Background: an optimization exercise with open tools, aiming at small area. Do not read the settings as production practice. In this exercise RTL edits were held to simulation tests only and were not proved equivalent to the original. Power and IR drop assume default switching activity.

<file path="design/flow/design.v">
`timescale 1ns / 1ps
module arp_sel(
  input         a,
  input  [31:0] x,
  input         b,
  input  [31:0] y,
  output [31:0] o
);
assign o = ({32{a}} & x) | ({32{b}} & y);
endmodule
module arp_oai(
  input         a,
  input  [31:0] x,
  input         b,
  input  [31:0] y,
  output [31:0] o
);
assign o = ~(({32{a}} | x) & ({32{b}} | y));
endmodule
module arp_obb(
  input         a,
  input  [31:0] x,
  input         b,
  input  [31:0] y,
  output [31:0] o
);
assign o = ~((~{32{a}} | ~x) & ({32{b}} | y));
endmodule
`timescale 1ns / 1ps
module arp_top(
  input         clk,
  input         rst,
  input  [15:0] tx_hdr_type,
  input  [15:0] tx_proto_type,
  input  [7:0]  tx_hdw_length,
  input  [7:0]  tx_pro_length,
  input  [15:0] tx_operation,
  input  [47:0] tx_send_hdr_addr,
  input  [31:0] tx_send_ip_addr,
  input  [47:0] tx_target_hdr_addr,
  input  [31:0] tx_target_ip_addr,
  output [31:0] tx_data,
  output        tx_ackw,
  output        tx_hold,
  input  [31:0] rx_data,
  output [15:0] rx_hdr_type,
  output [15:0] rx_proto_type,
  output [7:0]  rx_hdw_length,
  output [7:0]  rx_pro_length,
  output [15:0] rx_operation,
  output [47:0] rx_send_hdr_addr,
  output [31:0] rx_send_ip_addr,
  output [47:0] rx_target_hdr_addr,
  output [31:0] rx_target_ip_addr,
  output        rx_ackw
);
reg       ld;
reg [6:0] wr;
always @(posedge clk) begin
  ld <= rst | wr[5];
  wr <= {7{~rst}} & {wr[5:0], ld};
end
wire sh = ~ld;
assign tx_ackw = ld;
assign tx_hold = sh;
assign rx_ackw = wr[5];
reg  [31:0] h, q1n, q2, q3n, q4, q5n, q6;
wire [31:0] h_d, q1n_d, q2_d, q3n_d, q4_d, q5n_d;
wire ldh  = ld & ~rst;    
wire nshh = ld | rst;     
arp_oai u_q1(.a(sh), .x({tx_hdw_length, tx_pro_length, tx_operation}),       .b(ld), .y(q2),  .o(q1n_d));
arp_oai u_q3(.a(sh), .x({tx_send_hdr_addr[15:0], tx_send_ip_addr[31:16]}),   .b(ld), .y(q4),  .o(q3n_d));
arp_oai u_q5(.a(sh), .x(tx_target_hdr_addr[31:0]),                           .b(ld), .y(q6),  .o(q5n_d));
arp_obb u_h (.a(ldh), .x({tx_hdr_type, tx_proto_type}),                      .b(nshh), .y(q1n), .o(h_d));
arp_obb u_q2(.a(ld),  .x(tx_send_hdr_addr[47:16]),                           .b(ld),   .y(q3n), .o(q2_d));
arp_obb u_q4(.a(ld),  .x({tx_send_ip_addr[15:0], tx_target_hdr_addr[47:32]}),.b(ld),   .y(q5n), .o(q4_d));
always @(posedge clk) begin
  h   <= h_d;
  q1n <= q1n_d;
  q2  <= q2_d;
  q3n <= q3n_d;
  q4  <= q4_d;
  q5n <= q5n_d;
  q6  <= tx_target_ip_addr;
end
assign tx_data = h;
reg  [31:0] b;
reg  [31:0] f0, f1, f2, f3, f4, f5, f6;
wire [31:0] f0_d, f1_d, f2_d, f3_d, f4_d, f5_d, f6_d;
always @(posedge clk)
  b <= rx_data;
wire [6:0] en = wr & {7{~rst}};
wire [6:0] kp = ~(wr | {7{rst}});
arp_sel u_f0(.a(en[0]), .x(b), .b(kp[0]), .y(f0), .o(f0_d));
arp_sel u_f1(.a(en[1]), .x(b), .b(kp[1]), .y(f1), .o(f1_d));
arp_sel u_f2(.a(en[2]), .x(b), .b(kp[2]), .y(f2), .o(f2_d));
arp_sel u_f3(.a(en[3]), .x(b), .b(kp[3]), .y(f3), .o(f3_d));
arp_sel u_f4(.a(en[4]), .x(b), .b(kp[4]), .y(f4), .o(f4_d));
arp_sel u_f5(.a(en[5]), .x(b), .b(kp[5]), .y(f5), .o(f5_d));
arp_sel u_f6(.a(en[6]), .x(b), .b(kp[6]), .y(f6), .o(f6_d));
always @(posedge clk) begin
  f0 <= f0_d;
  f1 <= f1_d;
  f2 <= f2_d;
  f3 <= f3_d;
  f4 <= f4_d;
  f5 <= f5_d;
  f6 <= f6_d;
end
assign {rx_hdr_type, rx_proto_type} = f0;
assign {rx_hdw_length, rx_pro_length, rx_operation} = f1;
assign rx_send_hdr_addr = {f2, f3[31:16]};
assign rx_send_ip_addr = {f3[15:0], f4[31:16]};
assign rx_target_hdr_addr = {f4[15:0], f5};
assign rx_target_ip_addr = f6;
endmodule
</file>
<file path="design/flow/flow/run.sh">
#!/bin/bash
# The standard layout (the standard.sh, ORFS on its usual steps), with
# one change: the buffers that ORFS puts on every input and output port are
# the platform's smallest buffer (buf_1) instead of the one the resizer
# picks by default. make's full output goes to standard.log here.
set -euo pipefail
bash standard.sh "BUFFER_PORTS_ARGS=-buffer_cell sky130_fd_sc_hd__buf_1" finish > standard.log 2>&1
</file>
<file path="design/flow/standard.sh">
#!/bin/bash
# synth_recipe.tcl (not shown) runs the flow's synth.tcl, then flattens the netlist and writes it again
# the make line also repeats each setting of config.mk as NAME=value (left out here)
make -C /OpenROAD-flow-scripts/flow DESIGN_CONFIG=/design/flow/config.mk WORK_HOME=/design/flow/orfs CLKGATE_MAP_FILE= SYNTH_SCRIPT=/design/flow/synth_recipe.tcl "${@:-finish}"
</file>
<file path="design/flow/config.mk">
export PLATFORM = sky130hd
export DESIGN_NAME = arp_top
export DESIGN_NICKNAME = arp_top
export VERILOG_FILES = /design/flow/design.v
export SDC_FILE = /design/flow/constraint.sdc
export NUM_CORES = 4
export LEC_CHECK = 0
export CAP_MARGIN = 20
export CORE_MARGIN = 2
export CORE_UTILIZATION = 70
export CTS_BUF_LIST = sky130_fd_sc_hd__clkbuf_8
export CTS_CLUSTER_DIAMETER = 100
export CTS_CLUSTER_SIZE = 20
export SLEW_MARGIN = 20
export SYNTH_HIERARCHICAL = 1
export SYNTH_MINIMUM_KEEP_SIZE = 0
</file>
<file path="design/flow/constraint.sdc">
create_clock -name core_clock -period 5.0 [get_ports {clk}]
set_input_delay 1.0000 -clock core_clock [delete_from_list [all_inputs] [get_ports {clk}]]
set_output_delay 1.0000 -clock core_clock [all_outputs]
set_load 0.01 [all_outputs]
</file>
==> flow_summary.ini <==
[die]
die_y_um = 145.8
num_io_pins = 517
core_um2 = 19590
die_w_um = 145.8
die_area_um2 = 21260
start_util = 0.7185
fp-row-count = 51

[placed_design]
io_buffer_count = 516
postPlaceCellArea_um2 = 15690
hpwl_um = 30100
place_ws_ps = 2152
dpl.cell_count = 1717
place_congestion = 0.9208

[global_routing]
grt_max_degree = 113
gr-total-overflow = 0
globalRouteTotalUtil = 0.3647
antenna_found_initial = 8
grt_pass1_vias = 9721
grt_pass1_wl_um = 59460

[job]
maxCapViolCount = 0

[synthesis]
synth_ff_type = dfxtp_1
ys_top_cells_by_count = dfxtp_1, a22o_1, o22ai_1, o2bb2ai_1, buf_6
syn-num-nets = 1259
synth.avg_cell_area_um2 = 14.06
ys_types = 13
ys_seq_area_frac = 0.6940
synth_top_area_frac = 0.6940
synth-edff-count = 0
yosysTopAreaCell = dfxtp_1
yosysMostFrequentCell = dfxtp_1
synth_area_leaders = dfxtp_1, a22o_1, o2bb2ai_1
yosysWarnings = 7
ys_seq_elements = 488
syn_inst = 1001
synth-async-reset-ratio = 0
synth_area_um2 = 14080

[timing]
fin_ws_ps = 2456
slew_headroom = 0.3244
fin_crit_ps = 2544
fmax_mhz = 393.1
tns_ps = 0
worst_pin_slew_ps = 1013
grt_setup_unrepaired = no
final_max_slew_viol_count = 0
skew_ps = 35.00
hold_ws_ps = 398.4
fin_crit_sh = 0.5088
finalHoldViolations = 0
setup_viol = 0

[finish]
stdcell_count = 1757
area_delta_synth_final_pct = 14.64
fin_area_um2 = 16140
drive_above_1_share = 0.04922
final_nets = 1740
utilization = 0.8237

[detailed_routing]
vias_per_cell = 6.011
finalWirelength_um = 40960
drt_iter0_markers = 739
num_vias = 10560
ant_nets = 0
drt_first_pass_iters = 5
wl_per_cell_um = 23.31
drc_errors = 0

[worst_setup_path]
start_kind = flip-flop
cp_top_family = flip-flops
cp_num_buf_inv = 1
critPathCaptureType = output port
critPathKind = reg -> out
reg2reg_slack_ps = 2990
slowest_stage = dfxtp_4
cp_max_fo = 58
max_stage_delay_ps = 720
crit_chain = buf_1
r2r_cells = 2
required_ps = 4000
r2r-end = q4[11]$_DFF_P_
timing.rr.start = ld$_DFF_P_
worstPathArrival_ps = 1540

[hold_path]
hold_path.class = reg -> reg
worstHoldPathCells = 1
hold_path_end = h[11]$_DFF_P_
hp-start = q1n[11]$_DFF_P_

[clock_network]
clk_latency_ps = 620
postCtsSetupRepairBufs = 0
cts.sink_count = 488
cts-resized-gates = 0
clock_path_buffers = 3
cts_root_buffer = clkbuf_8
tritoncts = yes
hold_buffers = 0
numCtsBuffers = 28
clk_pin_slew_ps = 120
htree_levels = 1

[power_and_ir_drop]
power.leakage_nw = 6.033
vdd_drop_max_uv = 325.8
p_total_mw = 6.212
powerDensity_nw_per_um2 = 385.0

[run_status]
status = complete, no violations
==> registers in the layout, summed over array words and instances (netlist names) <==
register and flops:
f0 32, q3n 32, q6 32, f5 32
q5n 32, f2 32, q2 32, f1 32
wr 7, f4 32, q1n 32, ld 1
f3 32, q4 32, b 32, f6 32
h 32
==> layer usage <==
layer	part of all wire	global-route usage
met5	0.00032	0
met4	0.061	0.1907
met3	0.11	0.1179
met2	0.48	0.6104
met1	0.35	0.4193
==> per-module statistics from Yosys, one instance, submodules excluded <==
module   flip-flops and latches  area (um2)  times used  cells
arp_sel                       0       350.3           7     38
arp_top                     488        9882           1    507
arp_obb                       0       329.1           3     38
arp_oai                       0       251.5           3     38
==> placed cells by master, fill, tap and decap left out <==
cell / instances
buf_1: 516
dfxtp_1: 487
a22o_1: 210
o2bb2ai_1: 96
o22ai_1: 96
clkbuf_8: 29
a22o_2: 14
buf_4: 14
diode_2: 9
nor2_2: 7
and2b_2: 5
and2b_1: 2
or2_1: 2
nor2b_2: 1
inv_2: 1
inv_1: 1
clkinv_8: 1
dfxtp_4: 1
==> layout make-up <==
class	instances	area, um2
Sequential cell	488	9773
Antenna cell	9	22.52
Clock buffer	29	399.1
Clock inverter	2	20.02
Fill cell	1222	3453
Inverter	1	3.754
Multi-Input combinational cell	433	3545
Timing Repair Buffer	530	2042
Tap cell	265	331.6
==> kinds of logic (layout without fill, tap and decap cells) <==
group / after synthesis / count (layout) / synth area share
other cells: 0 / 9 / 0
buf+inv: 80 / 562 / 0.05600
compound gates: 416 / 416 / 0.2430
simple gates: 17 / 17 / 0.006934
flops: 488 / 488 / 0.6940
==> how the worst max path moves through the flow <==
stage	end	startpoint	depth (start not counted)	slack [ps]
5_1_grt	tx_hold	ld$_DFF_P_	2	2320
2_1_floorplan	tx_hold	ld$_DFF_P_	1	2480
4_1_cts	tx_ackw	ld$_DFF_P_	1	2440
3_3_place_gp	f1[30]$_DFF_P_	rst	3	2240
6_report	tx_ackw	ld$_DFF_P_	1	2460
3_5_place_dp	f3[30]$_DFF_P_	rst	3	2150
==> report_power, final <==
group | total (mW) | internal, mW | leakage (nW) | switching (mW)
Combinational | 0.387 | 0.164 | 1.78 | 0.224
Sequential | 4.20 | 4.09 | 4.03 | 0.110
Clock | 1.62 | 0.528 | 0.221 | 1.10

==> re-timing with driven ports <==
The flow's constraints put no driver on any port. The routed layout listed below was extracted and timed again, unchanged, in two steps.
Step 1: set_driving_cell puts a clkbuf_16 on clk and a buf_2 on each other input, an assumption about the parent block.
Step 2 times the ports against the registers' clock, not the clock port: input delays grow and output delays shrink by t, the midpoint of the rising clock arrivals with the driver on.
a / b / c = ideal ports / drivers / drivers and shift; a / b = the first two.
shift t [ns]: 0.643
setup WS [ns]: 2.456 / 2.413 / 2.170
cell pins on the clock port's net: 1
After both steps this run still meets setup and hold. The setup slack of this run moves by -0.043 ns with the drivers and by -0.286 ns with both steps.
